This is an optimization exercise on Yosys and OpenROAD, whose aim is small area, a short achievable clock period and few clock cycles, not a production implementation. Only simulation tests tie the RTL to the original design; equivalence was not proved. Power is estimated from default activity; no workload was simulated.

`flow/config.mk`:
```
export PLATFORM = sky130hd
export DESIGN_NAME = solix16_cpu
export DESIGN_NICKNAME = solix16_cpu
export VERILOG_FILES = /design/flow/design.v
export SDC_FILE = /design/flow/constraint.sdc
export NUM_CORES = 4
export LEC_CHECK = 0
export CAP_MARGIN = 20
export CORE_MARGIN = 2
export CORE_UTILIZATION = 40
export SETUP_SLACK_MARGIN = 2.55
export SLEW_MARGIN = 20
```
`flow/constraint.sdc`:
```
create_clock -name core_clock -period 5.3 [get_ports {clk}]
set_input_delay 1.0600 -clock core_clock [delete_from_list [all_inputs] [get_ports {clk}]]
set_output_delay 1.0600 -clock core_clock [all_outputs]
set_load 0.01 [all_outputs]
```
`flow/design.v`:
```
module alu(
    input  [15:0] a,
    input  [15:0] b,            
    input         op_arith,     
    input         op_sub,       
    input         op_and,
    input         op_or,        
    input         op_xor,
    input         op_not,
    input         op_shl,
    input         op_shr,
    output [15:0] result,
    output        zero,
    output        negative,
    output        carry,
    output        overflow
);
wire [15:0] p = a ^ b;
wire [15:0] g = a & b;
wire [15:0] G0 = {g[15:1], g[0] | (p[0] & op_sub)};
wire [15:0] P0 = {p[15:1], 1'b0};
wire [15:0] G1, P1, G2, P2, G3, P3, G4;
genvar i;
generate
    for (i = 0; i < 16; i = i + 1) begin : pfx
        if (i == 1) begin : s1c
            assign G1[i] = g[1] | (p[1] & g[0]) | (p[1] & p[0] & op_sub);
            assign P1[i] = 1'b0;
        end else if (i >= 2) begin : s1
            assign G1[i] = G0[i] | (P0[i] & G0[i-1]);
            assign P1[i] = P0[i] & P0[i-1];
        end else begin : n1
            assign G1[i] = G0[i];
            assign P1[i] = P0[i];
        end
        if (i >= 2) begin : s2
            assign G2[i] = G1[i] | (P1[i] & G1[i-2]);
            assign P2[i] = P1[i] & P1[i-2];
        end else begin : n2
            assign G2[i] = G1[i];
            assign P2[i] = P1[i];
        end
        if (i >= 4) begin : s3
            assign G3[i] = G2[i] | (P2[i] & G2[i-4]);
            assign P3[i] = P2[i] & P2[i-4];
        end else begin : n3
            assign G3[i] = G2[i];
            assign P3[i] = P2[i];
        end
        if (i >= 8) begin : s4
            assign G4[i] = G3[i] | (P3[i] & G3[i-8]);
        end else begin : n4
            assign G4[i] = G3[i];
        end
    end
endgenerate
wire [16:0] c   = {G4, op_sub};
wire [15:0] sum = p ^ c[15:0];
wire [15:0] r_logic = ({16{op_and}} & g)              |
                      ({16{op_or}}  & (a | b))        |
                      ({16{op_xor}} & p)              |
                      ({16{op_not}} & ~a)             |
                      ({16{op_shl}} & {a[14:0], 1'b0}) |
                      ({16{op_shr}} & {1'b0, a[15:1]});
assign result = ({16{op_arith}} & sum) | r_logic;
wire [15:0] cz      = {a[14:0] | b[14:0], op_sub};
wire        z_arith = ~|(p ^ cz);
wire        z_a_lo  = ~|a[14:1];
assign zero = (op_arith & z_arith)                      |
              (op_and   & ~|g)                          |
              (op_or    & z_a_lo & ~a[0] & ~a[15] & ~|b) |
              (op_xor   & ~|p)                          |
              (op_not   & (&a))                         |
              (op_shl   & z_a_lo & ~a[0])               |
              (op_shr   & z_a_lo & ~a[15]);
assign negative = result[15];
assign carry    = (op_arith & c[16]) | (op_shl & a[15]) | (op_shr & a[0]);
assign overflow = op_arith & (a[15] == b[15]) & (sum[15] != a[15]);
endmodule
module register_file(
    input          clk,
    input          rst,
    input          wr_en,
    input  [2:0]   rd_addr,      
    input  [15:0]  rd_data,
    output [111:0] regs,         
    output [7:1]   valid         
);
reg [15:0] r [1:7];
reg [7:1]  valid_r;
genvar k;
generate
    for (k = 1; k <= 7; k = k + 1) begin : g_reg
        always @(posedge clk or posedge rst)
            if (rst)
                valid_r[k] <= 1'b0;
            else if (wr_en && rd_addr == k)
                valid_r[k] <= 1'b1;
        always @(posedge clk)
            if (wr_en && rd_addr == k)
                r[k] <= rd_data;
        assign regs[16*k-1 -: 16] = r[k];
    end
endgenerate
assign valid = valid_r;
endmodule
module solix16_cpu(
    input         clk,           
    input         rst,           
    output [11:0] imem_addr,     
    input  [15:0] imem_data,     
    output [11:0] dmem_addr,     
    output [15:0] dmem_wdata,    
    output        dmem_we,       
    input  [15:0] dmem_rdata,    
    output        halted         
);
localparam OP_MOV = 4'b1000;
localparam OP_JMP = 4'b1001;
localparam OP_JZ  = 4'b1010;
localparam OP_JNZ = 4'b1011;
localparam OP_LD  = 4'b1100;
localparam OP_ST  = 4'b1101;
localparam OP_HLT = 4'b1111;
reg  [15:0] pc;              
reg  [3:0]  flags;           
reg         halt_r;
reg  [15:0] ex_a, ex_b;      
reg         ex_arith, ex_sub, ex_and, ex_or, ex_xor, ex_not, ex_shl, ex_shr, ex_ld;
reg         ex_wr;           
reg  [2:0]  ex_rd;
reg         ex_flagwr;       
reg         ex_st;
wire [15:0] alu_result;
wire        alu_zero, alu_negative, alu_carry, alu_overflow;
alu u_alu (
    .a        (ex_a),
    .b        (ex_b),
    .op_arith (ex_arith),
    .op_sub   (ex_sub),
    .op_and   (ex_and),
    .op_or    (ex_or),
    .op_xor   (ex_xor),
    .op_not   (ex_not),
    .op_shl   (ex_shl),
    .op_shr   (ex_shr),
    .result   (alu_result),
    .zero     (alu_zero),
    .negative (alu_negative),
    .carry    (alu_carry),
    .overflow (alu_overflow)
);
wire [15:0] ex_result = ex_ld ? dmem_rdata : alu_result;
wire [3:0]  flags_new = {alu_overflow, alu_carry, alu_negative, alu_zero};
wire [111:0] regs;
wire [7:1]   valid;
register_file u_regs (
    .clk     (clk),
    .rst     (rst),
    .wr_en   (ex_wr),
    .rd_addr (ex_rd),
    .rd_data (ex_result),
    .regs    (regs),
    .valid   (valid)
);
wire        z_now = ex_flagwr ? alu_zero : flags[0];
always @(posedge clk or posedge rst)
    if (rst)
        flags <= 4'b0;
    else if (ex_flagwr)
        flags <= flags_new;
assign dmem_addr  = ex_a[11:0];
assign dmem_wdata = ex_b;
assign dmem_we    = ex_st;
assign halted     = halt_r;
wire [15:0] instr  = imem_data;
wire [3:0]  opcode = instr[15:12];
wire [3:0]  rd     = instr[11:8];
wire [3:0]  rs     = instr[7:4];
wire [3:0]  rt     = instr[3:0];
wire [7:0]  imm8   = instr[7:0];
wire [11:0] target = instr[11:0];
wire is_alu = (opcode[3] == 1'b0);
wire is_sub = (opcode == 4'b0001);
wire is_mov = (opcode == OP_MOV);
wire is_ld  = (opcode == OP_LD);
wire is_st  = (opcode == OP_ST);
wire is_jmp = (opcode == OP_JMP);
wire is_jz  = (opcode == OP_JZ);
wire is_jnz = (opcode == OP_JNZ);
wire is_hlt = (opcode == OP_HLT);
wire stop = halt_r | is_hlt;
function [15:0] read_reg;
    input [3:0]   addr;
    input [111:0] regs_v;
    input [7:1]   valid_v;
    input [15:0]  pc_v;
    input [3:0]   flags_v;
    input         ex_wr_v;
    input [2:0]   ex_rd_v;
    input         ex_flagwr_v;
    reg   [15:0]  v;
    integer       k;
    begin
        v = 16'h0000;
        for (k = 1; k <= 7; k = k + 1)
            v = v | ({16{valid_v[k] && addr == k}} & regs_v[16*k-1 -: 16]);
        v = v | ({16{addr == 4'd8}} & 16'h0FFF)
              | ({16{addr == 4'd9}} & pc_v)
              | ({16{addr == 4'd10 && !ex_flagwr_v}} & {12'h000, flags_v});
        read_reg = v;
    end
endfunction
wire [15:0] rs_reg = read_reg(rs, regs, valid, pc, flags, ex_wr, ex_rd, ex_flagwr);
wire [15:0] rt_reg = read_reg(rt, regs, valid, pc, flags, ex_wr, ex_rd, ex_flagwr);
wire rs_fwd  = ex_wr && rs == {1'b0, ex_rd};
wire rt_fwd  = ex_wr && rt == {1'b0, ex_rd};
wire rs_fwdf = ex_flagwr && rs == 4'd10;
wire rt_fwdf = ex_flagwr && rt == 4'd10;
wire [15:0] rs_val = rs_fwd ? ex_result : rs_fwdf ? {12'h000, flags_new} : rs_reg;
wire [15:0] rt_val = rt_fwd ? ex_result : rt_fwdf ? {12'h000, flags_new} : rt_reg;
wire [15:0] pc_inc = pc + 16'd1;
wire [15:0] pc_z1 = (is_jmp | is_jz)  ? {4'h0, target} : pc_inc;
wire [15:0] pc_z0 = (is_jmp | is_jnz) ? {4'h0, target} : pc_inc;
always @(posedge clk or posedge rst)
    if (rst) begin
        pc     <= 16'h0000;
        halt_r <= 1'b0;
    end else begin
        pc     <= z_now ? pc_z1 : pc_z0;
        if (stop)
            halt_r <= 1'b1;
    end
always @(posedge clk or posedge rst)
    if (rst) begin
        ex_wr     <= 1'b0;
        ex_flagwr <= 1'b0;
        ex_st     <= 1'b0;
    end else begin
        ex_wr     <= ~stop & (is_alu | is_mov | is_ld) & (rd[3] == 1'b0) & (rd[2:0] != 3'd0);
        ex_flagwr <= ~stop & is_alu;
        ex_st     <= ~stop & is_st;
    end
always @(posedge clk) begin
    ex_rd    <= rd[2:0];
    ex_a     <= is_mov ? 16'h0000 : rs_val;
    ex_b     <= is_mov ? {8'h00, imm8} : is_sub ? ~rt_val : rt_val;
    ex_arith <= is_alu & (opcode[2:1] == 2'b00);
    ex_sub   <= is_sub;
    ex_and   <= is_alu & (opcode[2:0] == 3'b010);
    ex_or    <= (is_alu & (opcode[2:0] == 3'b011)) | is_mov;
    ex_xor   <= is_alu & (opcode[2:0] == 3'b100);
    ex_not   <= is_alu & (opcode[2:0] == 3'b101);
    ex_shl   <= is_alu & (opcode[2:0] == 3'b110);
    ex_shr   <= is_alu & (opcode[2:0] == 3'b111);
    ex_ld    <= is_ld;
end
assign imem_addr = pc[11:0];
endmodule
```
`flow/flow/run.sh`:
```
#!/bin/bash
# Layout flow: the standard ORFS flow (standard.sh, synthesis unchanged),
# with two changes to the layout steps:
#  - the ports are buffered with sky130_fd_sc_hd__buf_1 (still one buffer on
#    every input and output port) instead of the default delay-buffer cell;
#  - timing repair may resize a cell to any equivalent cell, not only to one
#    of the same footprint.
# The full output of the flow goes to flow_make.log in this folder; ORFS
# keeps each step's own log under orfs/logs/.
set -euo pipefail
export BUFFER_PORTS_ARGS="-buffer_cell sky130_fd_sc_hd__buf_1"
bash standard.sh MATCH_CELL_FOOTPRINT=0 finish > flow_make.log 2>&1
```
`flow/standard.sh`:
```
#!/bin/bash
# synth_recipe.tcl (not shown) runs the flow's synth.tcl, then flattens the netlist and writes it again
# the make line also repeats each setting of config.mk as NAME=value (left out here)
make -C /OpenROAD-flow-scripts/flow DESIGN_CONFIG=/design/flow/config.mk WORK_HOME=/design/flow/orfs CLKGATE_MAP_FILE= SYNTH_SCRIPT=/design/flow/synth_recipe.tcl "${@:-finish}"
```
==> impl_metrics.csv, run 1 <==
group,metric,value,unit
synth,synth_simple_gate_area_share,14.73,%
cells_and_area,final_cell_count_no_fill,1523,
critical_path,crit_path_end_kind,"flip-flop",
synth,synthDistinctLibCells,83,
grt,grt_use_met1,36.75,%
power_and_ir_drop,pwr-share-clk,28.6,%
power_and_ir_drop,power_frac_seq,43.1,%
timing,final-hold-violation-count,0,
clock_tree,clk_transition_reported_paths,0.08,ns
power_and_ir_drop,power.static_leakage,0.004803,uW
detailed_routing,route.antenna.remaining_nets,0,
timing,slew_headroom,27.86,%
cells_and_area,fraction_of_layout_instances_using_a_drive_strength_above_1,25.38,%
synth,synth.mux.area_fraction,2.744,%
synth,post_synth_fa_ha_maj_area_fraction,3.939,%
synth,cell_area_after_technology_mapping,10990,um2
power_and_ir_drop,cellInternalPower,2925,uW
timing,period_needed,2.789,ns
critical_path,critical_path_required,5.60,ns
timing,grt_setup_unrepaired,"true",
synth,synth_ff_type,"sky130_fd_sc_hd__edfxtp_1",
critical_path,max_fanout_on_critical_path,14,
detailed_routing,finalWirelength,40880,um
critical_path,critical_path_depth,10,
timing,final_max_slew_viol_count,0,
power_and_ir_drop,power.density_cell_area,333.9,nW/um2
grt,gr-max-usage-layer,"met2",
critical_path,worstPathBufferInverterCount,2,
grt,number_of_global_route_vias_before_repair,9290,
critical_path,startpoint_type,"input pin",
critical_path,critical-path-max-stage-delay,0.37,ns
grt,grt_first_pass_wirelength,59130,um
synth,synth_top_family_by_area,"compound AO/OA/AOI/OAI gates",
grt,globalRouteMet3Util,5.644,%
detailed_routing,drt_pass1_iterations,8,
timing,timing.clock.skew,0.02355,ns
cells_and_area,diodes,0,
power_and_ir_drop,power.ir.vdd_worst,0.0001996,V
cells_and_area,finish.net_count,1237,
clock_tree,numCtsBuffers,17,
synth,yosys.area.top_type,"sky130_fd_sc_hd__edfxtp_1",
die,start_util,40.78,%
detailed_routing,wire_per_inst,26.84,um
synth,synth_compound_gate_area_share,22.24,%
die,num_rows,60,
grt,grt_start_max_net_pins,32,
clock_tree,cts-root-buf,"sky130_fd_sc_hd__clkbuf_16",
critical_path,crit_path_cell_trace,"buf_2 > nor2b_1 > and3_4 > buf_12 > a22oi_1 > nand4_1 > mux2_2 > and3_1 > a211oi_1 > o311ai_1",
status,outcome,"no timing/DRC/antenna violations",
die,floorplan.io_pins,76,
timing,setup-tns-final,0,ns
power_and_ir_drop,switching_power_share_of_the_total,34.28,%
synth,postSynthAreaPerCell,10.02,um2
die,fp.dieArea,28820,um2
detailed_routing,detail_route.drc_violations,0,
timing,fmax,358.5,MHz
die,die_h,169.8,um
die,core_area,26950,um2
cells_and_area,num-fill-cells,2403,
critical_path,worstPathArrival,3.09,ns
clock_tree,cts_tree,"yes",
timing,tightestPinTransition,1.081,ns
grt,groute.layer.met2.usage,42.34,%
detailed_routing,first_iter_violations,1621,
critical_path,crit_type,"input pin to flip-flop",
synth,synth-seq-cells,187,
placed_design,global_placer_s_final_weighted_congestion,0.9556,
clock_tree,cts_sinks,187,
synth,synth_edf_count,112,
power_and_ir_drop,combPwrFrac,28.4,%
timing,setup_viol,0,
placed_design,dp.cells,1430,
grt,grt_overflow,0,
critical_path,path_delay_family,"simple AND/OR/NAND/NOR gates",
min_path,worstHoldPathType,"flip-flop to flip-flop",
min_path,timing.hold.worst_path_depth,1,
critical_path,critical_path.slowest_cell,"sky130_fd_sc_hd__mux2_2",
clock_tree,clockBufferDepth,2,
clock_tree,htreeDepth,4,
die,die-width,169.8,um
synth,synth_top_area_share,30.60,%
synth,synth_xor_area_share,3.586,%
detailed_routing,avgViaCountPerCell,6.511,
placed_design,detailedPlacementHpwl,27310,um
grt,grt.total_usage,27.55,%
synth,netlist_instances,1097,
run,cap_violations,0,
clock_tree,clock_latency,0.45,ns
critical_path,worst-r2r-cell-count,12,
detailed_routing,routed_via_count,9917,
synth,postSynthNetCount,1165,
clock_tree,post_cts_hold_buffer_count,0,
synth,async_reset_ff_share,16.58,%
placed_design,port-buffer-count,75,
timing,min_period_over_period,52.63,%
power_and_ir_drop,power_dissipated_by_switching_net_loads,1526,uW
synth,synth.top_cells.by_area,"sky130_fd_sc_hd__edfxtp_1 (31%), sky130_fd_sc_hd__dfxtp_1 (8.0%), sky130_fd_sc_hd__dfrtp_1 (7.1%), sky130_fd_sc_hd__a22oi_1 (6.2%), sky130_fd_sc_hd__ha_1 (3.8%)",
grt,grt_antenna_before_repair,0,
cells_and_area,flow.area_growth_from_synthesis,21.30,%
synth,ys_seq_area_share,45.68,%
synth,ys_warn_count,3,
placed cells by master, fill, tap and decap left out, drive strengths merged, types with 11 or more instances in the layout:
cell type and n:
buf 147, edfxtp 112, a22oi 91, inv 72, nor2 69, nand2 61, a21oi 50, dfxtp 44
xnor2 34, o21ai 33, ha 33, dfrtp 31, nor3 29, a221oi 28, clkbuf 28, and3 25
nand3 20, nand2b 19, nand4 17, nor4 17, a222oi 16, mux2 16, a22o 15, nor2b 14
a31oi 13, a211oi 13, xor2 11, mux2i 11
final cells by class:
type | count | area, um2 | area share [%]
clock buffers | 20 | 467.9 | 3.510
clock inverters | 12 | 121.4 | 0.9105
inverters | 67 | 266.5 | 1.999
multi-input cells | 741 | 5954 | 44.67
flip-flops and latches | 187 | 5122 | 38.43
well taps | 341 | 426.7 | 3.201
repair buffers | 155 | 970.9 | 7.284
final timing paths:
check	endpoint	from	slack, ns
max	ex_b[3]	imem_data[1]	2.51
min	ex_flagwr	halt_r	0.48
max reg2reg	ex_b[10]	ex_a[1]	2.53
min reg2reg	ex_flagwr	halt_r	0.48
max in group asynchronous	flags[1]	rst	4.33
min in group asynchronous	pc[15]	rst	0.67
power groups by stage:
stage / sequential (uW) / clock, uW / combinational [uW]
after floorplan: 1830 / 0 / 746
after detailed placement: 1940 / 0 / 924
after global placement: 1940 / 0 / 917
final: 1920 / 1270 / 1260
after global routing: 1920 / 1340 / 1340
after CTS: 1910 / 1280 / 1080
Yosys cell counts (12+ instances only):
cell                         n
sky130_fd_sc_hd__nand2b_1   18
sky130_fd_sc_hd__nor2_1     68
sky130_fd_sc_hd__inv_1      67
sky130_fd_sc_hd__nor3_1     29
sky130_fd_sc_hd__dfrtp_1    31
sky130_fd_sc_hd__mux2_2     12
sky130_fd_sc_hd__nand4_1    17
sky130_fd_sc_hd__o21ai_0    28
sky130_fd_sc_hd__nor2b_1    13
sky130_fd_sc_hd__buf_4      27
sky130_fd_sc_hd__ha_1       33
sky130_fd_sc_hd__dfxtp_1    44
sky130_fd_sc_hd__nand2_1    61
sky130_fd_sc_hd__a222oi_1   16
sky130_fd_sc_hd__clkbuf_1   55
sky130_fd_sc_hd__a22o_1     14
sky130_fd_sc_hd__a21oi_1    49
sky130_fd_sc_hd__a221oi_1   28
sky130_fd_sc_hd__edfxtp_1  112
sky130_fd_sc_hd__a22oi_1    91
sky130_fd_sc_hd__nor4_1     17
sky130_fd_sc_hd__buf_2      16
sky130_fd_sc_hd__nand3_1    20
sky130_fd_sc_hd__a211oi_1   12
sky130_fd_sc_hd__a31oi_1    13
sky130_fd_sc_hd__and3_1     25
sky130_fd_sc_hd__xnor2_1    34
flip-flops by register name, indices dropped and copies added (netlist names):
| signal | count |
|---|---|
| u_regs.r | 112 |
| ex_a | 16 |
| ex_shl | 1 |
| ex_or | 1 |
| pc | 16 |
| ex_xor | 1 |
| ex_st | 1 |
| u_regs.valid_r | 7 |
| halt_r | 1 |
| ex_and | 1 |
| ex_b | 16 |
| ex_ld | 1 |
| ex_wr | 1 |
| ex_shr | 1 |
| ex_sub | 1 |
| ex_not | 1 |
| ex_flagwr | 1 |
| ex_arith | 1 |
| ex_rd | 3 |
| flags | 4 |
through the flow:
stage          instance area (um2)  total power (uW)  hold slack [ns]  setup WS [ns]  util (%)
2_1_floorplan                10990              2573           0.4453          2.544         -
3_3_place_gp                 11340              2856           0.4655          1.445     42.08
3_5_place_dp                 11340              2861           0.4704          1.328     42.08
4_1_cts                      12670              4268           0.4911          2.517     47.01
5_1_grt                      13330              4605           0.5241          2.423     49.46
6_report                     13330              4451           0.4845          2.511     49.46
cell families after synthesis:
family	after synthesis
compound gates	328
simple gates	307
flops	187
buf+inv	169
xor+xnor	45
fa+ha+maj	34
mux	27
routing by layer:
metal  vias to the layer above  part of all wire, %
met4                         0                  5.6
met1                      4743                   40
met2                       706                   44
li1                       4304                    -
met5                         -                    0
met3                       164                   10
timing repair:
action,in CTS,in global routing
cloned,0,1
pin swaps,12,34
setup endpoints to repair,135,73
setup buffers,19,41
resized for setup,147,82
Testbench counts, summed over its fixed seeds: cycles 136,711.
==> run 2: changes to the inputs <==
--- a/flow/design.v
+++ b/flow/design.v
@@ -152,3 +152,3 @@
 );
-wire [15:0] ex_result = ex_ld ? dmem_rdata : alu_result;
+wire [15:0] ex_result = ({16{ex_ld}} & dmem_rdata) | alu_result;
 wire [3:0]  flags_new = {alu_overflow, alu_carry, alu_negative, alu_zero};
--- a/flow/config.mk
+++ b/flow/config.mk
@@ -7,2 +7,3 @@
 export LEC_CHECK = 0
+export ABC_AREA = 1
 export CAP_MARGIN = 20
==> run 2 against run 1 <==
Net effect:
- register-to-register slack better by 0.11 ns
- largest cell class unchanged
- utilization down 3.8 points
- combinational power down 6%
==> impl_metrics.csv, run 2 <==
group,metric,value,unit
cells_and_area,layout_commonest_cell,"sky130_fd_sc_hd__nand2_1",
synth,yosys.area.top_type,"sky130_fd_sc_hd__edfxtp_1",
min_path,worstHoldPathType,"flip-flop to flip-flop",
placed_design,port-buffer-count,75,
status,outcome,"no timing/DRC/antenna violations",
grt,grt_first_pass_wirelength,66380,um
power_and_ir_drop,power.ir.vdd_worst,0.0002228,V
timing,fmax,364.8,MHz
clock_tree,cts-root-buf,"sky130_fd_sc_hd__clkbuf_16",
run,cap_violations,0,
detailed_routing,finalWirelength,44890,um
synth,synth.top_cells.by_area,"sky130_fd_sc_hd__edfxtp_1 (29%), sky130_fd_sc_hd__nand2_1 (12%), sky130_fd_sc_hd__dfxtp_1 (7.6%), sky130_fd_sc_hd__dfrtp_1 (6.7%), sky130_fd_sc_hd__inv_1 (6.2%)",
synth,synth-seq-cells,187,
timing,timing.clock.skew,0.01547,ns
timing,final-hold-violation-count,0,
clock_tree,cts_tree,"yes",
cells_and_area,diodes,0,
critical_path,startpoint_type,"input pin",
detailed_routing,avgViaCountPerCell,5.861,
placed_design,dp.cells,1889,
timing,min_period_over_period,51.72,%
critical_path,max_fanout_on_critical_path,8,
clock_tree,numCtsBuffers,17,
placed_design,detailed_place.area,11980,um2
timing,slew_headroom,33.95,%
timing,setup_viol,0,
synth,synth_top_area_share,29.11,%
clock_tree,clock_latency,0.46,ns
grt,grt_start_max_net_pins,32,
critical_path,worst-r2r-cell-count,8,
timing,final_max_slew_viol_count,0,
cells_and_area,final_cell_count_no_fill,1939,
critical_path,crit_path_end_kind,"flip-flop",
detailed_routing,routed_via_count,11364,
synth,ys_warn_count,3,
cells_and_area,regMostFlops,"u_regs.r",
cells_and_area,layout_common_cells,"sky130_fd_sc_hd__nand2_1 (352), sky130_fd_sc_hd__inv_1 (188), sky130_fd_sc_hd__nor2_1 (126), sky130_fd_sc_hd__edfxtp_1 (112), sky130_fd_sc_hd__nand3_1 (81)",
min_path,holdPathEnd,"ex_flagwr",
cells_and_area,finish.net_count,1610,
placed_design,global_placer_s_final_weighted_congestion,0.9679,
die,num_rows,62,
detailed_routing,route.antenna.remaining_nets,0,
min_path,min-delay-start,"halt_r",
power_and_ir_drop,power.density_cell_area,330.1,nW/um2
die,start_util,40.48,%
clock_tree,cts_sinks,187,
detailed_routing,wire_per_inst,23.15,um
synth,postSynthNetCount,1560,
die,fp.dieArea,30260,um2
die,die-width,174.0,um
detailed_routing,drt_pass1_iterations,6,
cells_and_area,fraction_of_layout_instances_using_a_drive_strength_above_1,10.74,%
synth,async_reset_ff_share,16.58,%
synth,ys_seq_area_share,43.44,%
critical_path,rr_endpoint,"ex_b[4]",
placed_design,detailedPlacementHpwl,32820,um
die,floorplan.io_pins,76,
die,die_h,174.0,um
critical_path,critical_path_required,5.62,ns
cells_and_area,flow.area_growth_from_synthesis,12.72,%
min_path,timing.hold.worst_path_depth,1,
timing,tightestPinTransition,0.9893,ns
synth,cell_area_after_technology_mapping,11550,um2
synth,netlist_instances,1492,
timing,setup-tns-final,0,ns
synth,synth.most_common_cell,"sky130_fd_sc_hd__nand2_1",
synth,synthDistinctLibCells,52,
grt,number_of_global_route_vias_before_repair,10791,
synth,synth_edf_count,112,
detailed_routing,detail_route.drc_violations,0,
critical_path,rrSetupSlack,2.64,ns
detailed_routing,first_iter_violations,1693,
grt,grt.total_usage,29.12,%
timing,period_needed,2.741,ns
cells_and_area,largest_reg_flops,112,
clock_tree,clk_transition_reported_paths,0.08,ns
timing,grt_setup_unrepaired,"true",
grt,grt_antenna_before_repair,0,
grt,grt_overflow,0,
die,core_area,28550,um2
critical_path,crit_type,"input pin to flip-flop",
clock_tree,clockBufferDepth,2,
synth,synth_ff_type,"sky130_fd_sc_hd__edfxtp_1",
critical_path,worstPathArrival,3.06,ns
synth,synth_commonest_cells,"sky130_fd_sc_hd__nand2_1 (367), sky130_fd_sc_hd__inv_1 (191), sky130_fd_sc_hd__nor2_1 (132), sky130_fd_sc_hd__edfxtp_1 (112), sky130_fd_sc_hd__nand3_1 (87)",
cells_and_area,fin_area,13030,um2
power_and_ir_drop,power.static_leakage,0.005329,uW
synth,postSynthAreaPerCell,7.745,um2
critical_path,rr_startpoint,"ex_or",
clock_tree,htreeDepth,4,
-- run 2: worst max-delay path by stage --
stage          endpoint    startpoint  slack, ns  cells past startpoint
3_3_place_gp    ex_b[7]  imem_data[0]       1.57                     10
4_1_cts        ex_a[15]       ex_a[5]       2.55                     13
2_1_floorplan  ex_a[10]  imem_data[5]       2.88                     11
3_5_place_dp    ex_b[7]  imem_data[1]       1.64                     10
5_1_grt        ex_b[13]       ex_a[0]       2.49                     14
6_report        ex_a[9]  imem_data[6]       2.56                     12
-- run 2: cells by family after synthesis --
group	count (synthesis)	share of synthesized area [%]
AO/OA/AOI/OAI	308	16.40
XOR/XNOR	20	1.516
adder cells (fa/ha/maj)	34	3.747
buffers and inverters	285	10.67
flip-flops	187	43.44
AND/OR/NAND/NOR	658	24.22
-- run 2: timing repair --
item,in CTS,in global routing
buffers inserted,9,8
resized for setup,44,44
gates cloned,0,1
pin swaps,3,4
hold buffers,0,0
setup endpoints to repair,111,97
-- run 2: worst max-delay path, stage by stage --
cell	delay, ns
sky130_fd_sc_hd__buf_1	0.21
sky130_fd_sc_hd__inv_1	0.19
sky130_fd_sc_hd__nor2_2	0.28
sky130_fd_sc_hd__nand2_1	0.08
sky130_fd_sc_hd__o21ai_0	0.08
sky130_fd_sc_hd__nand4_1	0.12
sky130_fd_sc_hd__buf_4	0.18
sky130_fd_sc_hd__nand2_2	0.13
sky130_fd_sc_hd__clkinvlp_4	0.26
sky130_fd_sc_hd__buf_4	0.25
sky130_fd_sc_hd__o31ai_1	0.10
sky130_fd_sc_hd__a21oi_1	0.13
-- run 2: metrics by stage --
step                hold WS [ns]  worst slack, ns  power [uW]  util, %
floorplan                 0.4612            2.877        2614        -
global placement          0.4935            1.570        2927    41.95
detailed placement        0.5055            1.644        2939    41.95
CTS                       0.5216            2.554        4218    44.74
global route              0.5414            2.485        4483    45.63
finish                    0.5144            2.559        4300    45.63
-- run 2: area by class of cell --
type / count / area [um2]
timing repair buffer: 105 / 550.5
clock buffer: 17 / 425.4
fill: 2935 / 15520
clock inverter: 15 / 150.1
tap: 384 / 480.5
sequential: 187 / 5031
multi-input combinational: 1021 / 5573
inverter: 210 / 814.5
-- run 2: power by group --
part / switching, uW / internal, uW / total, uW
combinational: 800 / 377 / 1180
sequential: 174 / 1680 / 1850
clock: 647 / 626 / 1270
-- run 2: layer usage --
| layer | track usage, % | wire length (um) | vias up |
|---|---|---|---|
| li1 | - | - | 5144 |
| met1 | 37.74 | 17850 | 5259 |
| met2 | 46.98 | 20330 | 786 |
| met3 | 4.965 | 4231 | 175 |
| met4 | 14.88 | 2479 | 0 |
| met5 | 0 | 0 | - |
Testbench counts of run 2, summed over its fixed seeds: cycles 136,711.
==> run 3: changes to the inputs <==
--- a/flow/config.mk
+++ b/flow/config.mk
@@ -7,3 +7,2 @@
 export LEC_CHECK = 0
-export ABC_AREA = 1
 export CAP_MARGIN = 20
@@ -11,3 +10,3 @@
 export CORE_UTILIZATION = 40
-export SETUP_SLACK_MARGIN = 2.55
+export SETUP_SLACK_MARGIN = 2.45
 export SLEW_MARGIN = 20
==> run 3 against run 2 <==
Net effect:
- via count down 12%
- combinational power up 3%
- clock-buffer cell count up 3
- worst setup slack worse by 0.26 ns
- utilization up 3.2 points
- die area down 6.6%
- synthesized cell count down 29%
- flip-flop and latch count unchanged
- synthesized area down 6.8%
- register-to-register slack worse by 0.34 ns
- global-route usage down 1.4 points
==> impl_metrics.csv, run 3 <==
group,metric,value,unit
cells_and_area,flow.area_growth_from_synthesis,21.16,%
synth,ys_seq_area_share,46.59,%
placed_design,global_placer_s_final_weighted_congestion,0.9580,
timing,setup-tns-final,0,ns
detailed_routing,avgViaCountPerCell,6.773,
cells_and_area,total_area_of_multi_input_combinational_cells,5828,um2
critical_path,crit_path_cell_trace,"inv_4 > fa_1 > nand2_1 > or4_4 > nor4_4 > a2111oi_4 > a211oi_2 > xnor2_1 > nor2_4 > buf_12 > mux2_2",
synth,synth.most_common_cell,"sky130_fd_sc_hd__edfxtp_1",
grt,grt.total_usage,27.71,%
timing,setup_viol,0,
die,num_rows,60,
die,fp.dieArea,28260,um2
grt,globalRouteMet3Util,7.358,%
grt,grt_overflow,0,
cells_and_area,regMostFlops,"u_regs.r",
die,floorplan.io_pins,76,
die,core_area,26730,um2
grt,number_of_global_route_vias_before_repair,9501,
cells_and_area,fraction_of_layout_instances_using_a_drive_strength_above_1,24.52,%
cells_and_area,fin_area,13050,um2
synth,ys_warn_count,3,
synth,yosys.area.top_type,"sky130_fd_sc_hd__edfxtp_1",
synth,synth_commonest_cells,"sky130_fd_sc_hd__edfxtp_1 (112), sky130_fd_sc_hd__clkbuf_1 (73), sky130_fd_sc_hd__a22oi_1 (68), sky130_fd_sc_hd__nand2_1 (61), sky130_fd_sc_hd__inv_1 (58)",
power_and_ir_drop,power.static_leakage,0.004620,uW
critical_path,path_delay_family,"simple AND/OR/NAND/NOR gates",
synth,netlist_instances,1062,
timing,final_max_slew_viol_count,0,
critical_path,worstPathBufferInverterCount,2,
timing,fmax,333.7,MHz
clock_tree,numCtsBuffers,17,
critical_path,critical_path.slowest_cell,"sky130_fd_sc_hd__fa_1",
critical_path,critical-path-max-stage-delay,0.58,ns
die,die-width,168.1,um
placed_design,port-buffer-count,75,
synth,synth_top_area_share,31.22,%
placed_design,dp_slack,1.482,ns
placed_design,detailedPlacementHpwl,26630,um
synth,postSynthNetCount,1130,
cells_and_area,num-fill-cells,2422,
critical_path,crit_type,"flip-flop to flip-flop",
cells_and_area,diodes,0,
power_and_ir_drop,power.total,4404,uW
timing,grt_setup_unrepaired,"true",
detailed_routing,drt_pass1_iterations,6,
detailed_routing,route.antenna.remaining_nets,0,
cells_and_area,area.sequential,5115,um2
critical_path,startpoint_type,"flip-flop",
clock_tree,clk_transition_reported_paths,0.08,ns
clock_tree,post_cts_hold_buffer_count,0,
clock_tree,cts_tree,"yes",
timing,final-hold-violation-count,0,
cells_and_area,layout_common_cells,"sky130_fd_sc_hd__edfxtp_1 (112), sky130_fd_sc_hd__buf_1 (68), sky130_fd_sc_hd__a22oi_1 (67), sky130_fd_sc_hd__buf_4 (59), sky130_fd_sc_hd__nand2_1 (58)",
synth,synth_ff_type,"sky130_fd_sc_hd__edfxtp_1",
synth,synth.top_cells.by_area,"sky130_fd_sc_hd__edfxtp_1 (31%), sky130_fd_sc_hd__dfxtp_1 (8.2%), sky130_fd_sc_hd__dfrtp_1 (7.2%), sky130_fd_sc_hd__a22oi_1 (4.7%), sky130_fd_sc_hd__a221oi_1 (4.2%)",
critical_path,crit_path_end_kind,"flip-flop",
clock_tree,cts-root-buf,"sky130_fd_sc_hd__clkbuf_16",
cells_and_area,largest_reg_flops,112,
power_and_ir_drop,power.ir.vdd_worst,0.0001950,V
detailed_routing,detail_route.drc_violations,0,
clock_tree,cts_sinks,187,
timing,timing.final.ws_setup,2.304,ns
cells_and_area,layout_commonest_cell,"sky130_fd_sc_hd__edfxtp_1",
timing,tightestPinTransition,0.9001,ns
timing,min_period_over_period,56.53,%
grt,grt_use_met1,37.32,%
clock_tree,htreeDepth,4,
detailed_routing,wire_per_inst,27.22,um
synth,cell_area_after_technology_mapping,10770,um2
grt,grt_start_max_net_pins,32,
detailed_routing,finalWirelength,40250,um
grt,grt_first_pass_wirelength,59250,um
die,die_h,168.1,um
power_and_ir_drop,power.density_cell_area,337.4,nW/um2
min_path,worstHoldPathType,"flip-flop to flip-flop",
detailed_routing,routed_via_count,10017,
grt,grt_antenna_before_repair,0,
critical_path,critical_path_required,5.63,ns
die,start_util,40.31,%
grt,groute.layer.met2.usage,42.02,%
synth,synth_edf_count,112,
timing,period_needed,2.996,ns
clock_tree,clock_latency,0.45,ns
timing,slew_headroom,39.73,%
placed_design,detailed_place.area,11260,um2
synth,postSynthAreaPerCell,10.15,um2
status,outcome,"no timing/DRC/antenna violations",
timing,timing.clock.skew,0.01633,ns
cells_and_area,final_util,48.84,%
synth,synth-seq-cells,187,
clock_tree,clockBufferDepth,2,
critical_path,max_fanout_on_critical_path,7,
synth,async_reset_ff_share,16.58,%
synth,synthDistinctLibCells,73,
cells_and_area,finish.net_count,1193,
critical_path,worstPathArrival,3.32,ns
grt,gr-max-usage-layer,"met2",
detailed_routing,first_iter_violations,1818,
run,cap_violations,0,
[run 3: changes by cell type after synthesis, moves of 43 or more]
cell / delta
sky130_fd_sc_hd__clkbuf_1: +56
sky130_fd_sc_hd__nand2_1: -306
sky130_fd_sc_hd__nor2_1: -75
sky130_fd_sc_hd__o22ai_1: -43
sky130_fd_sc_hd__a22oi_1: +60
sky130_fd_sc_hd__nand3_1: -49
sky130_fd_sc_hd__o21ai_0: -57
sky130_fd_sc_hd__inv_1: -133
[run 3: cell families after synthesis]
logic type      count (synthesis)  synth area share (%)
xor+xnor                       43                 3.496
mux                            25                 2.508
flops                         187                 46.59
buf+inv                       161                 6.608
compound gates                318                 22.41
fa+ha+maj                      34                 4.018
simple gates                  294                 14.37
[run 3: metal layers]
layer,up-vias,wire [um]
li1,4209,-
met1,4834,15960
met2,794,17800
met3,180,4671
met4,0,1825
met5,-,0
[run 3: repair_timing]
| action | in CTS | in global routing |
|---|---|---|
| pin swaps | 15 | 29 |
| hold endpoints to repair | 0 | 0 |
| setup buffers | 19 | 26 |
| setup endpoints to repair | 125 | 102 |
| resized for setup | 120 | 93 |
| cloned | 1 | 1 |
[run 3: metrics by stage]
| stage | instances | hold WS (ns) |
|---|---|---|
| after CTS | 1452 | 0.4791 |
| final | 1479 | 0.4746 |
| after global routing | 1479 | 0.5172 |
| after floorplan | 1062 | 0.4458 |
| after detailed placement | 1400 | 0.4718 |
| after global placement | 1399 | 0.4668 |
[run 3: report_power, final]
| group | leakage [uW] | switching (uW) | internal, uW |
|---|---|---|---|
| logic | 0.00256 | 682 | 537 |
| registers | 0.00179 | 245 | 1690 |
| clock network | 0.000272 | 585 | 664 |
| total | 0.00462 | 1510 | 2890 |
[run 3: cell type report]
| class | count | share of cell area (%) |
|---|---|---|
| Clock buffer | 20 | 3.345 |
| Tap cell | 341 | 3.268 |
| Inverter | 59 | 1.744 |
| Sequential cell | 187 | 39.18 |
| Clock inverter | 12 | 1.006 |
| Multi-Input combinational cell | 714 | 44.65 |
| Timing Repair Buffer | 146 | 6.805 |
[run 3: worst reg2reg max path, delay by kind of cell (launching register included)]
| family | cells | cell delay [ns] |
|---|---|---|
| flip-flops | 1 | 0.36 |
| AND/OR/NAND/NOR | 4 | 0.92 |
| AO/OA/AOI/OAI | 2 | 0.35 |
| buffers and inverters | 2 | 0.22 |
| multiplexers | 1 | 0.35 |
| XOR/XNOR | 1 | 0.13 |
| adder cells (fa/ha/maj) | 1 | 0.58 |
[run 3: worst paths after layout]
kind,cells after the start,start,endpoint,slack (ns)
setup reg to reg,11,ex_a[0],pc[1],2.30
max in group asynchronous,3,rst,u_regs.valid_r[1],4.30
hold / removal,1,halt_r,ex_flagwr,0.47
min in group asynchronous,3,rst,halt_r,0.68
setup / recovery,11,ex_a[0],pc[1],2.30
hold reg to reg,1,halt_r,ex_flagwr,0.47
==> run 4: changes to the inputs <==
--- a/flow/config.mk
+++ b/flow/config.mk
@@ -7,2 +7,3 @@
 export LEC_CHECK = 0
+export ABC_AREA = 1
 export CAP_MARGIN = 20
==> run 4 against run 3 <==
Net effect:
- still clean
- utilization is 3.8 points lower
- cell count increased by 31%
- maximum frequency is 4.2% higher
- sequential share of layout area shrank 0.11 points
- clock-buffer cell count shrank 3
- clock skew increased by 0.0017 ns
- wire length increased by 11%
- non-clock buffer count down 44
- sequential power shrank 5%
==> impl_metrics.csv, run 4 <==
group,metric,value,unit
status,outcome,"no timing/DRC/antenna violations",
critical_path,crit_path_end_kind,"flip-flop",
critical_path,max_fanout_on_critical_path,9,
timing,setup-tns-final,0,ns
detailed_routing,routed_via_count,11289,
cells_and_area,finish.net_count,1607,
critical_path,startpoint_type,"input pin",
detailed_routing,first_iter_violations,1721,
timing,final_hold_slack,0.5118,ns
power_and_ir_drop,cellInternalPower,2657,uW
grt,gr-max-usage-layer,"met2",
timing,timing.clock.skew,0.01804,ns
synth,synth_commonest_cells,"sky130_fd_sc_hd__nand2_1 (367), sky130_fd_sc_hd__inv_1 (191), sky130_fd_sc_hd__nor2_1 (132), sky130_fd_sc_hd__edfxtp_1 (112), sky130_fd_sc_hd__nand3_1 (87)",
timing,grt_setup_unrepaired,"true",
clock_tree,cts_tree,"yes",
power_and_ir_drop,pwr-share-clk,29.8,%
synth,netlist_instances,1492,
min_path,min-delay-start,"halt_r",
synth,synth_ff_type,"sky130_fd_sc_hd__edfxtp_1",
cells_and_area,fin_area,12870,um2
cells_and_area,final_util,45.09,%
clock_tree,cts-root-buf,"sky130_fd_sc_hd__clkbuf_16",
power_and_ir_drop,combPwrFrac,26.9,%
synth,synth_edf_count,112,
critical_path,critical_path_required,5.60,ns
die,core_area,28550,um2
synth,synth.most_common_cell,"sky130_fd_sc_hd__nand2_1",
timing,fmax,347.8,MHz
cells_and_area,regMostFlops,"u_regs.r",
min_path,worstHoldPathType,"flip-flop to flip-flop",
critical_path,crit_type,"input pin to flip-flop",
synth,synthDistinctLibCells,52,
placed_design,dp.cells,1889,
cells_and_area,diodes,0,
min_path,timing.hold.worst_path_depth,1,
synth,ys_seq_area_share,43.44,%
placed_design,global_placer_s_final_weighted_congestion,0.9679,
synth,ys_warn_count,3,
critical_path,worst-r2r-cell-count,12,
clock_tree,clockBufferDepth,2,
timing,final-hold-violation-count,0,
synth,async_reset_ff_share,16.58,%
timing,slew_headroom,35.87,%
clock_tree,clock_latency,0.46,ns
clock_tree,htreeDepth,4,
die,die_h,174.0,um
grt,grt_antenna_before_repair,0,
detailed_routing,avgViaCountPerCell,5.831,
clock_tree,post_cts_hold_buffer_count,0,
power_and_ir_drop,switching_power_share_of_the_total,37.73,%
synth,synth-seq-cells,187,
die,die-width,174.0,um
grt,grt_start_max_net_pins,32,
power_and_ir_drop,power.density_cell_area,331.5,nW/um2
cells_and_area,final_cell_count_no_fill,1936,
critical_path,rr_startpoint,"ex_a[0]",
detailed_routing,wire_per_inst,23.04,um
cells_and_area,layout_commonest_cell,"sky130_fd_sc_hd__nand2_1",
power_and_ir_drop,power.ir.vdd_worst,0.0002223,V
cells_and_area,fraction_of_layout_instances_using_a_drive_strength_above_1,9.858,%
die,fp.dieArea,30260,um2
grt,globalRouteMet3Util,5.009,%
min_path,holdPathEnd,"ex_flagwr",
placed_design,port-buffer-count,75,
cells_and_area,layout_common_cells,"sky130_fd_sc_hd__nand2_1 (353), sky130_fd_sc_hd__inv_1 (187), sky130_fd_sc_hd__nor2_1 (127), sky130_fd_sc_hd__edfxtp_1 (112)",
clock_tree,clk_transition_reported_paths,0.08,ns
die,num_rows,62,
synth,postSynthNetCount,1560,
grt,groute.layer.met2.usage,46.85,%
grt,grt_overflow,0,
timing,final_max_slew_viol_count,0,
placed_design,detailed_place.area,11980,um2
grt,number_of_global_route_vias_before_repair,10784,
clock_tree,cts_sinks,187,
synth,synth_top_area_share,29.11,%
grt,grt_use_met1,37.52,%
timing,period_needed,2.875,ns
cells_and_area,largest_reg_flops,112,
critical_path,critical_path.slowest_cell,"sky130_fd_sc_hd__o21ai_0",
synth,yosys.area.top_type,"sky130_fd_sc_hd__edfxtp_1",
timing,min_period_over_period,54.25,%
die,floorplan.io_pins,76,
detailed_routing,detail_route.drc_violations,0,
cells_and_area,flow.area_growth_from_synthesis,11.40,%
timing,tightestPinTransition,0.9607,ns
cells_and_area,num-fill-cells,2958,
power_and_ir_drop,power.static_leakage,0.005281,uW
synth,postSynthAreaPerCell,7.745,um2
detailed_routing,drt_pass1_iterations,6,
synth,synth.top_cells.by_area,"sky130_fd_sc_hd__edfxtp_1 (29%), sky130_fd_sc_hd__nand2_1 (12%), sky130_fd_sc_hd__dfxtp_1 (7.6%), sky130_fd_sc_hd__dfrtp_1 (6.7%), sky130_fd_sc_hd__inv_1 (6.2%)",
placed_design,detailedPlacementHpwl,32820,um
detailed_routing,route.antenna.remaining_nets,0,
grt,grt.total_usage,28.95,%
clock_tree,numCtsBuffers,17,
grt,grt_first_pass_wirelength,65880,um
detailed_routing,finalWirelength,44610,um
power_and_ir_drop,power_dissipated_by_switching_net_loads,1610,uW
critical_path,critical-path-max-stage-delay,0.45,ns
synth,cell_area_after_technology_mapping,11550,um2
power_and_ir_drop,power_frac_seq,43.3,%
critical_path,worstPathArrival,3.18,ns
critical_path,rr_endpoint,"ex_a[15]",
timing,setup_viol,0,
run,cap_violations,0,
die,start_util,40.48,%
critical_path,crit_path_cell_trace,"buf_1 > inv_1 > nor2_2 > nand3_2 > clkinvlp_4 > a22oi_1 > o221ai_1 > o21ai_0 > a21oi_1",
critical_path,rrSetupSlack,2.61,ns
[run 4: how the worst max path moves through the flow]
stage / from / end / slack, ns / depth (start not counted)
2_1_floorplan: imem_data[5] / ex_a[10] / 2.88 / 11
3_3_place_gp: imem_data[0] / ex_b[7] / 1.57 / 10
3_5_place_dp: imem_data[1] / ex_b[7] / 1.64 / 10
4_1_cts: imem_data[5] / ex_a[3] / 2.43 / 9
5_1_grt: ex_a[4] / ex_a[15] / 2.43 / 15
6_report: imem_data[5] / ex_a[6] / 2.42 / 9
[run 4: worst max-delay path, delay by kind of cell]
kind | cells | cell delay (ns)
simple gates | 2 | 0.39
compound gates | 4 | 0.95
buf+inv | 3 | 0.77
[run 4: timing repair]
item                       4_1_cts  5_1_grt
pin swaps                        2        4
setup endpoints to repair       56      104
gates resized for setup         19       49
cloned                           0        1
setup buffers                    4       10
[run 4: cell type report]
type                    count  area [um2]  share of cell area [%]
flip-flops and latches    187        5030                   39.07
repair buffers            102       488.0                   3.791
multi-input cells        1021        5488                   42.63
well taps                 384       480.5                   3.733
clock buffers              17       425.4                   3.305
clock inverters            15       150.1                   1.166
inverters                 210       810.8                   6.299
[run 4: metrics by stage]
| step | total power [uW] | setup WS [ns] |
|---|---|---|
| 3_5_place_dp | 2939 | 1.644 |
| 2_1_floorplan | 2614 | 2.877 |
| 4_1_cts | 4201 | 2.432 |
| 5_1_grt | 4454 | 2.428 |
| 3_3_place_gp | 2927 | 1.570 |
| 6_report | 4268 | 2.425 |
[run 4: power by group through the flow]
stage	Clock (uW)	Sequential, uW	Combinational [uW]
after floorplan	0	1800	813
after global placement	0	1870	1060
after detailed placement	0	1870	1070
after CTS	1280	1840	1080
after global routing	1330	1860	1270
final	1270	1850	1150
[run 4: kinds of logic after synthesis]
group / count (synthesis) / synth area share [%]
and+or+nand+nor: 658 / 24.22
AOI/OAI and AO/OA: 308 / 16.40
buffers and inverters: 285 / 10.67
DFF: 187 / 43.44
adders and majority gates: 34 / 3.747
xor gates and xnor gates: 20 / 1.516
[run 4: per-layer routing]
layer,part of all wire [%],wire length (um)
met1,40,17710
met2,46,20440
met3,9.6,4265
met4,4.9,2195
met5,0,0
==> run 5: changes to the inputs <==
--- a/flow/config.mk
+++ b/flow/config.mk
@@ -11,3 +11,3 @@
 export CORE_UTILIZATION = 40
-export SETUP_SLACK_MARGIN = 2.45
+export SETUP_SLACK_MARGIN = 2.65
 export SLEW_MARGIN = 20
==> run 5 against run 4 <==
Net effect:
- still clean
- global-route usage up 0.24 points
- clock skew down 0.0030 ns
- synthesized area unchanged
- clock-buffer cell count unchanged
- register-to-register slack better by 0.13 ns
- synthesized cell count unchanged
- hold slack better by 0.0093 ns
- wire length up 0.64%
- die area unchanged
- largest cell class unchanged
- largest power group unchanged
==> impl_metrics.csv, run 5 <==
group,metric,value,unit
min_path,min-delay-start,"halt_r",
placed_design,dp.cells,1889,
timing,setup-tns-final,0,ns
timing,timing.clock.skew,0.01502,ns
cells_and_area,layout_commonest_cell,"sky130_fd_sc_hd__nand2_1",
detailed_routing,wire_per_inst,23.04,um
critical_path,max_fanout_on_critical_path,8,
synth,synthDistinctLibCells,52,
grt,grt_overflow,0,
cells_and_area,final_cell_count_no_fill,1949,
cells_and_area,fraction_of_layout_instances_using_a_drive_strength_above_1,12.91,%
power_and_ir_drop,power.ir.vdd_worst,0.0002239,V
synth,synth.top_cells.by_area,"sky130_fd_sc_hd__edfxtp_1 (29%), sky130_fd_sc_hd__nand2_1 (12%), sky130_fd_sc_hd__dfxtp_1 (7.6%), sky130_fd_sc_hd__dfrtp_1 (6.7%), sky130_fd_sc_hd__inv_1 (6.2%)",
synth,netlist_instances,1492,
placed_design,port-buffer-count,75,
clock_tree,post_cts_hold_buffer_count,0,
grt,number_of_global_route_vias_before_repair,10821,
clock_tree,cts_sinks,187,
critical_path,worstPathArrival,2.96,ns
synth,postSynthAreaPerCell,7.745,um2
die,start_util,40.48,%
min_path,timing.hold.worst_path_depth,1,
clock_tree,clk_transition_reported_paths,0.08,ns
die,core_area,28550,um2
synth,synth-seq-cells,187,
cells_and_area,diodes,0,
critical_path,critical_path_required,5.62,ns
clock_tree,htreeDepth,4,
timing,slew_headroom,34.49,%
placed_design,global_placer_s_final_weighted_congestion,0.9679,
critical_path,worst-r2r-cell-count,14,
grt,grt_start_max_net_pins,32,
synth,cell_area_after_technology_mapping,11550,um2
timing,final_max_slew_viol_count,0,
detailed_routing,avgViaCountPerCell,5.852,
grt,grt.total_usage,29.19,%
detailed_routing,detail_route.drc_violations,0,
grt,grt_first_pass_wirelength,66530,um
critical_path,crit_type,"input pin to flip-flop",
timing,grt_setup_unrepaired,"true",
timing,period_needed,2.633,ns
cells_and_area,flow.area_growth_from_synthesis,14.48,%
status,outcome,"no timing/DRC/antenna violations",
clock_tree,clock_latency,0.46,ns
synth,synth_top_area_share,29.11,%
clock_tree,cts-root-buf,"sky130_fd_sc_hd__clkbuf_16",
clock_tree,clockBufferDepth,2,
synth,synth_edf_count,112,
placed_design,detailedPlacementHpwl,32820,um
synth,postSynthNetCount,1560,
die,num_rows,62,
synth,ys_warn_count,3,
timing,fmax,379.7,MHz
timing,final-hold-violation-count,0,
die,fp.dieArea,30260,um2
detailed_routing,first_iter_violations,1737,
cells_and_area,largest_reg_flops,112,
timing,tightestPinTransition,0.9813,ns
detailed_routing,drt_pass1_iterations,7,
synth,async_reset_ff_share,16.58,%
die,die-width,174.0,um
cells_and_area,finish.net_count,1620,
die,die_h,174.0,um
clock_tree,cts_tree,"yes",
power_and_ir_drop,power.density_cell_area,328.6,nW/um2
synth,synth_ff_type,"sky130_fd_sc_hd__edfxtp_1",
timing,min_period_over_period,49.69,%
grt,grt_antenna_before_repair,0,
synth,synth_commonest_cells,"sky130_fd_sc_hd__nand2_1 (367), sky130_fd_sc_hd__inv_1 (191), sky130_fd_sc_hd__nor2_1 (132), sky130_fd_sc_hd__edfxtp_1 (112), sky130_fd_sc_hd__nand3_1 (87)",
synth,ys_seq_area_share,43.44,%
critical_path,crit_path_end_kind,"flip-flop",
critical_path,startpoint_type,"input pin",
critical_path,rr_startpoint,"ex_a[0]",
synth,synth.most_common_cell,"sky130_fd_sc_hd__nand2_1",
min_path,worstHoldPathType,"flip-flop to flip-flop",
clock_tree,numCtsBuffers,17,
synth,yosys.area.top_type,"sky130_fd_sc_hd__edfxtp_1",
run,cap_violations,0,
detailed_routing,route.antenna.remaining_nets,0,
cells_and_area,regMostFlops,"u_regs.r",
critical_path,rr_endpoint,"pc[0]",
detailed_routing,routed_via_count,11406,
power_and_ir_drop,power.static_leakage,0.005394,uW
cells_and_area,layout_common_cells,"sky130_fd_sc_hd__nand2_1 (351), sky130_fd_sc_hd__inv_1 (182), sky130_fd_sc_hd__nor2_1 (123), sky130_fd_sc_hd__edfxtp_1 (112), sky130_fd_sc_hd__nand3_1 (80)",
critical_path,rrSetupSlack,2.74,ns
detailed_routing,finalWirelength,44900,um
timing,setup_viol,0,
die,floorplan.io_pins,76,
min_path,holdPathEnd,"ex_flagwr",
run 5: cell counts after synthesis:
No cell type changed its count.
run 5: critical path, stage by stage:
cell and delay [ns]:
sky130_fd_sc_hd__clkbuf_2 0.18, sky130_fd_sc_hd__inv_1 0.16, sky130_fd_sc_hd__nor2_2 0.22, sky130_fd_sc_hd__nand2_1 0.16, sky130_fd_sc_hd__nor2_2 0.21, sky130_fd_sc_hd__inv_1 0.10, sky130_fd_sc_hd__nand2_2 0.13, sky130_fd_sc_hd__clkinvlp_4 0.25
sky130_fd_sc_hd__buf_4 0.25, sky130_fd_sc_hd__o31ai_1 0.12, sky130_fd_sc_hd__a21oi_1 0.11
run 5: power breakdown:
part | leakage [uW] | internal [uW] | total, uW | switching, uW
Combinational | 0.00334 | 408 | 1220 | 812
Sequential | 0.00178 | 1680 | 1850 | 176
Clock | 0.000273 | 626 | 1270 | 648
run 5: final cells by class:
cell class	count	area [um2]
Fill cell	2906	15320
Multi-Input combinational cell	1021	5690
Sequential cell	187	5039
Inverter	210	829.5
Timing Repair Buffer	114	608.1
Tap cell	384	480.5
Clock buffer	17	425.4
Clock inverter	15	150.1
Timing Repair inverter	1	5.005
run 5: how the worst max path moves through the flow:
stage,startpoint,end,slack (ns),cells after the start
6_report,imem_data[5],ex_a[10],2.67,11
5_1_grt,imem_data[3],ex_b[2],2.57,16
4_1_cts,imem_data[4],ex_a[3],2.63,10
3_5_place_dp,imem_data[1],ex_b[7],1.64,10
3_3_place_gp,imem_data[0],ex_b[7],1.57,10
2_1_floorplan,imem_data[5],ex_a[10],2.88,11
run 5: routing by layer:
metal | GRT usage [%] | part of all wire [%] | vias to the layer above | routed length, um
met5 | 0 | 0 | - | 0
met4 | 14.71 | 5.6 | 0 | 2497
met3 | 4.615 | 9.1 | 187 | 4082
met2 | 47.24 | 45 | 732 | 20350
met1 | 38.00 | 40 | 5329 | 17970
li1 | - | - | 5158 | -
run 5: cells by family (layout without fill, tap and decap cells):
kind of cell    Yosys count  after routing  synth area share (%)
flops                   187            187                 43.44
buf+inv                 285            357                 10.67
xor+xnor                 20             20                 1.516
fa+ha+maj                34             34                 3.747
simple gates            658            659                 24.22
compound gates          308            308                 16.40
run 5: through the flow:
stage / worst slack, ns / instance area (um2) / hold slack, ns / total power [uW] / utilization, %
floorplan: 2.877 / 11550 / 0.4612 / 2614 / -
finish: 2.667 / 13230 / 0.5211 / 4346 / 46.34
CTS: 2.630 / 12850 / 0.5216 / 4228 / 45.02
global placement: 1.570 / 11980 / 0.4935 / 2927 / 41.95
detailed placement: 1.644 / 11980 / 0.5055 / 2939 / 41.95
global route: 2.570 / 13230 / 0.5414 / 4531 / 46.34
run 5: repair_timing:
item	in CTS	in global routing
pin swaps	4	5
setup buffers	14	12
endpoints found under the setup margin	126	77
gates resized for setup	61	67
cloned	0	2
==> run 6: changes to the inputs <==
--- a/flow/config.mk
+++ b/flow/config.mk
@@ -11,3 +11,3 @@
 export CORE_UTILIZATION = 40
-export SETUP_SLACK_MARGIN = 2.65
+export SETUP_SLACK_MARGIN = 2.75
 export SLEW_MARGIN = 20
==> run 6 against run 5 <==
Net effect:
- synthesized area unchanged
- clock-buffer cell count unchanged
- via count increased by 0.35%
- global-route usage increased by 0.17 points
- register-to-register slack improved by 0.08 ns
- first-iteration DRC count decreased by 15%
- combinational power about the same
- die area unchanged
- worst setup slack improved by 0.10 ns
- synthesized cell count unchanged
- flip-flop and latch count unchanged
- largest cell class unchanged
==> impl_metrics.csv, run 6 <==
group,metric,value,unit
timing,slew_headroom,33.62,%
die,num_rows,62,
timing,setup-tns-final,0,ns
critical_path,critical_path.slowest_cell,"sky130_fd_sc_hd__clkbuf_2",
critical_path,worst-r2r-cell-count,14,
timing,final_max_slew_viol_count,0,
timing,timing.clock.skew,0.02040,ns
synth,postSynthNetCount,1560,
placed_design,port-buffer-count,75,
grt,number_of_global_route_vias_before_repair,10952,
min_path,worstHoldPathType,"flip-flop to flip-flop",
synth,ys_warn_count,3,
clock_tree,cts_sinks,187,
die,core_area,28550,um2
clock_tree,clockBufferDepth,2,
placed_design,detailedPlacementHpwl,32820,um
timing,fmax,395.5,MHz
min_path,timing.hold.worst_path_depth,1,
timing,setup_viol,0,
detailed_routing,finalWirelength,45190,um
timing,tightestPinTransition,0.9943,ns
critical_path,rrSetupSlack,2.82,ns
detailed_routing,route.antenna.remaining_nets,0,
critical_path,crit_path_end_kind,"flip-flop",
synth,postSynthAreaPerCell,7.745,um2
synth,yosys.area.top_type,"sky130_fd_sc_hd__edfxtp_1",
synth,synth_top_area_share,29.11,%
status,outcome,"no timing/DRC/antenna violations",
synth,synth.top_cells.by_area,"sky130_fd_sc_hd__edfxtp_1 (29%), sky130_fd_sc_hd__nand2_1 (12%), sky130_fd_sc_hd__dfxtp_1 (7.6%), sky130_fd_sc_hd__dfrtp_1 (6.7%), sky130_fd_sc_hd__inv_1 (6.2%)",
clock_tree,clk_transition_reported_paths,0.08,ns
synth,netlist_instances,1492,
critical_path,rr_startpoint,"ex_a[0]",
grt,grt_antenna_before_repair,0,
timing,period_needed,2.529,ns
cells_and_area,regMostFlops,"u_regs.r",
grt,grt.total_usage,29.36,%
detailed_routing,drt_pass1_iterations,6,
detailed_routing,detail_route.drc_violations,0,
detailed_routing,routed_via_count,11446,
clock_tree,cts_tree,"yes",
power_and_ir_drop,cellInternalPower,2728,uW
synth,synth-seq-cells,187,
cells_and_area,largest_reg_flops,112,
cells_and_area,num-fill-cells,2883,
timing,final_hold_slack,0.5206,ns
power_and_ir_drop,switching_power_share_of_the_total,37.81,%
cells_and_area,finish.net_count,1630,
cells_and_area,diodes,0,
cells_and_area,fraction_of_layout_instances_using_a_drive_strength_above_1,15.75,%
placed_design,dp.cells,1889,
grt,grt_overflow,0,
timing,min_period_over_period,47.71,%
run,cap_violations,0,
critical_path,worstPathArrival,2.82,ns
critical_path,max_fanout_on_critical_path,6,
placed_design,dp_slack,1.644,ns
die,floorplan.io_pins,76,
synth,async_reset_ff_share,16.58,%
clock_tree,post_cts_hold_buffer_count,0,
critical_path,crit_path_cell_trace,"clkbuf_2 > inv_2 > nor2_4 > buf_4 > buf_4 > nand3_1 > o21ai_0 > nor2_1 > nand3_1 > nand3_1 > nand3_1 > o21ai_0",
critical_path,critical_path_required,5.59,ns
synth,synth.most_common_cell,"sky130_fd_sc_hd__nand2_1",
die,die-width,174.0,um
cells_and_area,final_cell_count_no_fill,1959,
detailed_routing,first_iter_violations,1473,
cells_and_area,flow.area_growth_from_synthesis,17.37,%
placed_design,global_placer_s_final_weighted_congestion,0.9679,
cells_and_area,layout_commonest_cell,"sky130_fd_sc_hd__nand2_1",
critical_path,crit_type,"input pin to flip-flop",
timing,grt_setup_unrepaired,"true",
clock_tree,clock_latency,0.46,ns
min_path,holdPathEnd,"ex_flagwr",
timing,timing.final.ws_setup,2.771,ns
power_and_ir_drop,combPwrFrac,28.6,%
clock_tree,htreeDepth,4,
synth,synth_commonest_cells,"sky130_fd_sc_hd__nand2_1 (367), sky130_fd_sc_hd__inv_1 (191), sky130_fd_sc_hd__nor2_1 (132), sky130_fd_sc_hd__edfxtp_1 (112), sky130_fd_sc_hd__nand3_1 (87)",
clock_tree,cts-root-buf,"sky130_fd_sc_hd__clkbuf_16",
die,fp.dieArea,30260,um2
synth,synthDistinctLibCells,52,
critical_path,startpoint_type,"input pin",
power_and_ir_drop,power.static_leakage,0.005489,uW
critical_path,critical-path-max-stage-delay,0.22,ns
cells_and_area,layout_common_cells,"sky130_fd_sc_hd__nand2_1 (347), sky130_fd_sc_hd__inv_1 (175), sky130_fd_sc_hd__nor2_1 (119), sky130_fd_sc_hd__edfxtp_1 (112), sky130_fd_sc_hd__nand3_1 (78)",
synth,synth_ff_type,"sky130_fd_sc_hd__edfxtp_1",
power_and_ir_drop,pwr-share-clk,29.0,%
critical_path,rr_endpoint,"pc[0]",
clock_tree,numCtsBuffers,17,
die,start_util,40.48,%
synth,synth_edf_count,112,
power_and_ir_drop,power_frac_seq,42.4,%
power_and_ir_drop,power.density_cell_area,323.4,nW/um2
critical_path,critical_path.most_common_cell,"sky130_fd_sc_hd__nand3_1",
die,die_h,174.0,um
detailed_routing,wire_per_inst,23.07,um
synth,cell_area_after_technology_mapping,11550,um2
synth,ys_seq_area_share,43.44,%
timing,final-hold-violation-count,0,
grt,grt_first_pass_wirelength,66920,um
power_and_ir_drop,power_dissipated_by_switching_net_loads,1658,uW
min_path,min-delay-start,"halt_r",
grt,grt_start_max_net_pins,32,
power_and_ir_drop,power.total,4386,uW
detailed_routing,avgViaCountPerCell,5.843,
power_and_ir_drop,power.ir.vdd_worst,0.0002189,V
==> run 6: worst max-delay path, delay by kind of cell <==
kind,cells,cell delay [ns]
AND/OR/NAND/NOR,6,0.80
buffers and inverters,4,0.68
AO/OA/AOI/OAI,2,0.28
==> run 6: final cells by class <==
class | count | area, um2 | share of cell area, %
clock buffer | 17 | 425.4 | 3.137
inverter | 210 | 850.8 | 6.274
timing repair inverter | 3 | 20.02 | 0.1476
tap | 384 | 480.5 | 3.543
timing repair buffer | 122 | 711.9 | 5.250
clock inverter | 15 | 150.1 | 1.107
multi-input combinational | 1021 | 5867 | 43.26
sequential | 187 | 5056 | 37.28
==> run 6: how the worst max path moves through the flow <==
stage,slack [ns],depth (start not counted),endpoint,startpoint
2_1_floorplan,2.88,11,ex_a[10],imem_data[5]
3_3_place_gp,1.57,10,ex_b[7],imem_data[0]
3_5_place_dp,1.64,10,ex_b[7],imem_data[1]
4_1_cts,2.72,14,pc[15],ex_a[0]
5_1_grt,2.66,12,ex_b[7],imem_data[2]
6_report,2.77,12,ex_b[7],imem_data[2]
==> run 6: per-layer routing <==
metal  GRT usage (%)  wire length, um
met5               0                0
met4           15.30             2394
met3           4.856             3882
met2           47.46            20610
met1           37.93            18300
==> run 6: timing repair <==
| item | CTS | global route |
|---|---|---|
| gates cloned | 1 | 3 |
| pin swaps | 7 | 9 |
| resized for setup | 88 | 102 |
| setup endpoints to repair | 135 | 107 |
| setup buffers | 19 | 15 |
==> run 6: cells by family after synthesis <==
group | synth area share, %
AOI/OAI and AO/OA | 16.40
xor gates and xnor gates | 1.516
adders and majority gates | 3.747
buffers and inverters | 10.67
DFF | 43.44
and+or+nand+nor | 24.22
==> run 6: metrics by stage <==
step | area (um2) | util (%)
finish | 13560 | 47.51
global route | 13560 | 47.51
CTS | 13030 | 45.64
detailed placement | 11980 | 41.95
global placement | 11980 | 41.95
floorplan | 11550 | -
==> run 6: power groups by stage <==
| stage | Sequential [uW] | Clock [uW] | Combinational (uW) |
|---|---|---|---|
| 2_1_floorplan | 1800 | 0 | 813 |
| 3_3_place_gp | 1870 | 0 | 1060 |
| 3_5_place_dp | 1870 | 0 | 1070 |
| 4_1_cts | 1840 | 1280 | 1160 |
| 5_1_grt | 1870 | 1330 | 1370 |
| 6_report | 1860 | 1270 | 1250 |

==> separate check: timing with driven ports <==
The flow's constraints put no driver on any port. The routed layouts listed below were extracted and timed again, unchanged, in two steps. Step 1 assumes that a clkbuf_16 drives the clock port and a buf_2 every other input. Step 2, shift: input delay + t, output delay - t, t = (earliest + latest rising clock arrival at the registers) / 2. This alone moves slack from input paths to output paths. a / b / c = ideal / step 1 / step 2; a / b = the first two.
| run | shift t [ns] | setup WS [ns] | hold WS [ns] | clock arrival spread, ns | pins driven straight from the clock port |
|---|---|---|---|---|---|
| run 1 | 0.488 | 2.511 / 2.527 / 2.055 | 0.484 / 0.484 / 0.484 | 0.023 / 0.024 | 1 |
| run 2 | 0.500 | 2.559 / 2.583 / 2.083 | 0.514 / 0.514 / 0.514 | 0.016 / 0.015 | 1 |
| run 3 | 0.485 | 2.304 / 2.304 / 1.973 | 0.475 / 0.475 / 0.475 | 0.016 / 0.016 | 1 |
| run 4 | 0.500 | 2.425 / 2.453 / 1.952 | 0.512 / 0.512 / 0.512 | 0.018 / 0.019 | 1 |
| run 5 | 0.502 | 2.667 / 2.687 / 2.185 | 0.521 / 0.521 / 0.521 | 0.015 / 0.015 | 1 |
| run 6 | 0.496 | 2.771 / 2.796 / 2.299 | 0.521 / 0.521 / 0.521 | 0.021 / 0.021 | 1 |
After both steps setup and hold are still met in every run listed. For run 5, which loses most, drivers alone change the setup slack by +0.020 ns; drivers and shift together by -0.482 ns.
